Context: an optimization exercise on an open-source flow, tuned for small area and a short achievable clock period. The choices shown serve that exercise and are no tape-out recipe. Only simulation tests tie the RTL to the original design; equivalence was not proved.

==> flow/design.v (outline; a module is shown in full before it is edited, if it fits) <==
// module dit_fft_8: 4850 lines
// module fa: 6 lines
// module ha: 6 lines
module dit_fft_8(clk,rst_n,in1r,in1i,in2r,in2i,in3r,in3i,in4r,in4i,in5r,in5i,in6r,in6i,in7r,in7i,in8r,in8i,y1r,y1i,y2r,y2i,y3r,y3i,y4r,y4i,y5r,y5i,y6r,y6i,y7r,y7i,y8r,y8i,write,start,ready);
  // ...
==> flow/run.sh <==
#!/bin/bash
# synth_recipe.tcl (not shown) runs the flow's synth.tcl, then flattens the netlist and writes it again
# the make line also repeats each setting of config.mk as NAME=value (left out here)
make -C /OpenROAD-flow-scripts/flow DESIGN_CONFIG=/design/flow/config.mk WORK_HOME=/design/flow/orfs CLKGATE_MAP_FILE= SYNTH_SCRIPT=/design/flow/synth_recipe.tcl finish
==> flow/config.mk <==
export PLATFORM = sky130hd
export DESIGN_NAME = dit_fft_8
export DESIGN_NICKNAME = dit_fft_8
export VERILOG_FILES = /design/flow/design.v
export SDC_FILE = /design/flow/constraint.sdc
export NUM_CORES = 4
export LEC_CHECK = 0
export CAP_MARGIN = 20
export CORE_MARGIN = 2
export CORE_UTILIZATION = 40
export SLEW_MARGIN = 20
export SYNTH_HIERARCHICAL = 1
==> flow/constraint.sdc <==
create_clock -name core_clock -period 10.0 [get_ports {clk}]
set_input_delay 2.0000 -clock core_clock [delete_from_list [all_inputs] [get_ports {clk}]]
set_output_delay 2.0000 -clock core_clock [all_outputs]
set_load 0.01 [all_outputs]
==> qor.txt, run 1 <==
Status -> complete, no violations
Inserted Clock Buffers -> 61
CP cell instances -> clkdlybuf4s50_1 -> buf_4 -> xor2_1 -> inv_1 -> fa_1 -> fa_1 -> inv_1 -> ha_1 -> ha_1 -> nand2_1 -> o31ai_1 -> a221oi_1 -> fa_1 -> xnor2_1 -> xnor2_1
Placed Area -> 0.07455 sq mm
Most frequent cells in the layout -> fa_1 (1233), inv_1 (1187), ha_1 (670)
Clock-cell share of area -> 2.887%
Crit-path most repeated cell -> fa_1
DR DRC count -> 0
Final Hold Vio Count -> 0
Drt first pass iters -> 5
Top Metal Used -> met5
Die area -> 0.1703 sq mm
Fin crit share -> 72.31%
Post-synth EDFFs -> 503
Synth Area in Compound Gates -> 6.444%
Routed len/inst -> 23.95 um
Initial antenna violation count -> 5
Area of the multi-input gates -> 0.04676 sq mm
Tap cells -> 2189
CP Max Fanout -> 13
Root Driver -> clkbuf_16
P&R area growth vs syn -> 14.91%
Commonest non-fill, non-tap cell in the layout -> fa_1
Most common flop cell mapped by yosys -> edfxtp_1
First-pass GRT wire length -> 298.8 mm
RSZ-0062 raised after global routing -> no
Wl on met1 -> 89.78 mm
Violation count after the first detailed-route iteration -> 3389
Clock Pin Slew Worst Setup and Hold Paths -> 60 ps
==> run 2, diff against run 1 <==
--- a/flow/config.mk
+++ b/flow/config.mk
@@ -8,5 +8,6 @@
 export CAP_MARGIN = 20
 export CORE_MARGIN = 2
 export CORE_UTILIZATION = 40
+export SETUP_SLACK_MARGIN = 4.5
 export SLEW_MARGIN = 20
 export SYNTH_HIERARCHICAL = 1
==> qor.txt, run 2 <==
Status -> complete, no violations (unchanged)
# clock sinks -> 506 (unchanged)
CP max stage cell -> fa_2 (was clkdlybuf4s50_1)
P&R area growth vs syn -> 31.55% (was 14.91%)
Root Driver -> clkbuf_16 (unchanged)
Starting density of the core -> 40.39% (unchanged)
Post-synthesis cell type count -> 56 (unchanged)
Clock Pin Slew Worst Setup and Hold Paths -> 60 ps (about the same)
Critical path data arrival time -> 6550 ps (was 7660 ps)
WS Path Type -> reg -> reg (was in -> reg)
Final Max Tran Viols -> 0 (unchanged)
DRT Wirelength -> 217.3 mm (was 201.9 mm)
Number of nets in the layout -> 8846 (was 8356)
Core Area -> 0.1654 sq mm (unchanged)
Critical path buffer and inverter count -> 6 (was 4)
Grt ovf -> 0 (unchanged)
Synth Instances -> 5657 (unchanged)
Synth Warn # -> 7 (unchanged)
Post-Syn Area -> 0.06679 sq mm (unchanged)
Top Family by Delay on Critical Path -> adder cells (unchanged)
Post-synthesis sequential area ratio -> 22.70% (unchanged)
Top cell type's share of synthesized area -> 36.96% (unchanged)
Commonest non-fill, non-tap cell in the layout -> inv_1 (was fa_1)
Die area -> 0.1703 sq mm (unchanged)
Post-detail-place hpwl -> 181.6 mm (was 179.4 mm)
CP cell instances -> buf_6 -> fa_1 -> inv_2 -> fa_2 -> fa_2 -> fa_2 -> inv_2 -> fa_1 -> inv_2 -> fa_2 -> fa_1 -> inv_2 -> ha_4 -> and3b_2 -> a211oi_4 -> o31a_1 -> buf_6 -> o31ai_4 -> fa_2 (was clkdlybuf4s50_1 -> buf_4 -> xor2_1 -> inv_1 -> fa_1 -> fa_1 -> inv_1 -> ha_1 -> ha_1 -> nand2_1 -> o31ai_1 -> a221oi_1 -> fa_1 -> xnor2_1 -> xnor2_1)
Vias post-DR -> 45.83k (was 43.05k)
Post-synth EDFFs -> 503 (unchanged)
Initial antenna violation count -> 5 (unchanged)
Drt first pass iters -> 5 (unchanged)
Top post-synthesis cells by count -> fa_1 (1233), inv_1 (1187), ha_1 (670) (unchanged)
Vias in the first global route -> 48.49k (was 46.20k)
CTS Hold Bufs -> 0 (unchanged)
First-pass GRT wire length -> 311.9 mm (was 298.8 mm)
Syn_area_per_cell -> 11.81 sq um (unchanged)
Non-Filler Instances -> 8922 (was 8430)
Port Buffers -> 516 (unchanged)
Fmax -> 0.1621 GHz (was 0.1383 GHz)
Cell with the most instances after synthesis -> fa_1 (unchanged)
CP Max Fanout -> 4 (was 13)
Inserted Clock Buffers -> 67 (was 61)
Fin crit share -> 61.69% (was 72.31%)
Crit-path most repeated cell -> fa_2 (was fa_1)
DR DRC count -> 0 (unchanged)
ANT nets after route -> 0 (unchanged)
Share of cells above drive strength 1 -> 21.08% (was 2.869%)
Yosys top cell by area -> fa_1 (unchanged)
IO Pins -> 517 (unchanged)
Slew HR -> 26.37% (was 25.66%)
Asr flop ratio synth -> 0% (unchanged)
CTS tree -> done (unchanged)
Measured slew at the worst slew-check pin -> 1101 ps (was 1111 ps)
Largest net degree at the start of global routing -> 152 (was 133)
Clock Skews -> 43.63 ps (was 68.09 ps)
Most common flop cell mapped by yosys -> edfxtp_1 (unchanged)
Yosys reg bits -> 506 (unchanged)
DR vias/cell -> 5.137 (was 5.107)
Die H -> 412.6 um (unchanged)
Largest stage delay, worst path -> 580 ps (was 1170 ps)
Max cap viols -> 0 (unchanged)
Gpl congestion -> 0.9821 (was 0.9942)
Clock tree buffer depth -> 3 (unchanged)
CP Capture Type -> flop (unchanged)
Critical path startpoint category -> flop (was primary input)
Most area-consuming cells after synthesis -> fa_1 (37%), edfxtp_1 (23%), ha_1 (13%) (unchanged)
Setup TNS -> 0 ps (unchanged)
Total GRT Usage -> 25.41% (was 24.11%)
CP Data Required Time -> 10380 ps (was 10430 ps)
Clk Latency, worst-skew pair -> 680 ps (was 700 ps)
Number of diodes -> 0 (was 1)
RSZ-0062 raised after global routing -> yes (was no)
Most frequent cells in the layout -> inv_1 (1111), fa_1 (1060), ha_1 (568) (was fa_1 (1233), inv_1 (1187), ha_1 (670))
Placed cell count -> 8309 (was 8319)
Setup WS post-layout -> 3831 ps (was 2769 ps)
Rows -> 149 (unchanged)
# setup viols final -> 0 (unchanged)
Dpl ws -> 2799 ps (was 2099 ps)
Final Hold Vio Count -> 0 (unchanged)
Min Clock Period, post-route -> 6169 ps (was 7231 ps)
Core Util, Final -> 53.14% (was 46.42%)
Chip Width -> 412.6 um (unchanged)
H-tree levels -> 3 (was 2)
Hold/Removal Path Class -> reg -> reg (unchanged)
Violation count after the first detailed-route iteration -> 3603 (was 3389)
Routed len/inst -> 24.35 um (was 23.95 um)
-- run 2: cell counts after synthesis --
Identical to the previous run, type by type.
-- run 2: what timing repair did --
action | 4_1_cts | 5_1_grt
setup endpoints to repair | 246 | 182
setup buffers | 247 | 238
gates resized for setup | 515 | 344
gates cloned | 2 | 7
pin swaps | 200 | 195
-- run 2: kinds of logic after synthesis --
kind of cell,share of synthesized area (%)
AOI/OAI and AO/OA,6.444
xor gates and xnor gates,9.389
adders and majority gates,49.51
buffers and inverters,7.418
DFF,22.70
other,0.005614
and+or+nand+nor,4.533
-- run 2: per-module statistics from Yosys (local to each module, per instance) --
module | area (sq um) | flops+latches | cells inside
fa | 20.02 | 0 | 1
dit_fft_8 | 45470 | 506 | 4525
ha | 12.51 | 0 | 1
-- run 2: worst reg2reg max path, cell delays in order (launching register included) --
cell and delay [ps]:
edfxtp_1 470, buf_6 160, fa_1 490, inv_2 50, fa_2 360, fa_2 370, fa_2 580, inv_2 40
fa_1 480, inv_2 40, fa_2 510, fa_1 510, inv_2 50, ha_4 250, and3b_2 200, a211oi_4 50
o31a_1 260, buf_6 140, o31ai_4 330, fa_2 540
-- run 2: path summary, 6_finish.rpt --
check	endpoint	cells past startpoint	from	slack [ps]
setup / recovery	X1r[14]	19	O1r[3]	3830
hold / removal	ready	1	start_n	520
setup reg to reg	X1r[14]	19	O1r[3]	3830
hold reg to reg	ready	1	start_n	520
-- run 2: layer usage --
metal,up-vias,share of wire (%),GRT usage (%)
met5,-,0.0055,0
met4,2,4.5,9.634
met3,333,6.2,3.490
met2,1566,47,41.51
met1,23760,42,34.48
li1,20180,-,-
-- run 2: through the flow --
step	instance area, sq um	hold slack [ps]
2_1_floorplan	70410	501.2
3_3_place_gp	77500	505.9
3_5_place_dp	77490	513.1
4_1_cts	84000	522.1
5_1_grt	87870	537.7
6_report	87870	519.1
-- run 2: layout make-up --
class	count	area [sq um]
clock buffer	80	1757
clock inverter	39	491.7
fill	13880	77500
inverter	1187	4456
multi-input combinational	3889	52870
sequential	506	15160
tap	2189	2739
timing repair buffer	1032	10390

-- port drivers added, routing unchanged --
How much do the figures lean on ideal ports? The routed layouts below were timed once more, with nothing changed but the port constraints. Step 1, drivers: a clkbuf_16 drives clk and a buf_2 each remaining input, both assumed. Step 2, shift: input delay + t, output delay - t, t = (earliest + latest rising clock arrival at the registers) / 2. This alone moves slack from input paths to output paths. a / b / c = ideal ports / drivers / drivers and shift; a / b = the first two.
| run | shift t [ns] | setup slack, ns | slew at the worst register clock pin (ns) | pins driven straight from the clock port |
|---|---|---|---|---|
| run 1 | 0.760 | 2.769 / 2.822 / 2.063 | 0.08 / 0.08 | 1 |
| run 2 | 0.745 | 3.831 / 3.831 / 3.756 | 0.07 / 0.07 | 1 |
After both steps setup and hold are still met in every run listed. For run 1, which loses most, drivers alone change the setup slack by +0.053 ns; drivers and shift together by -0.706 ns.
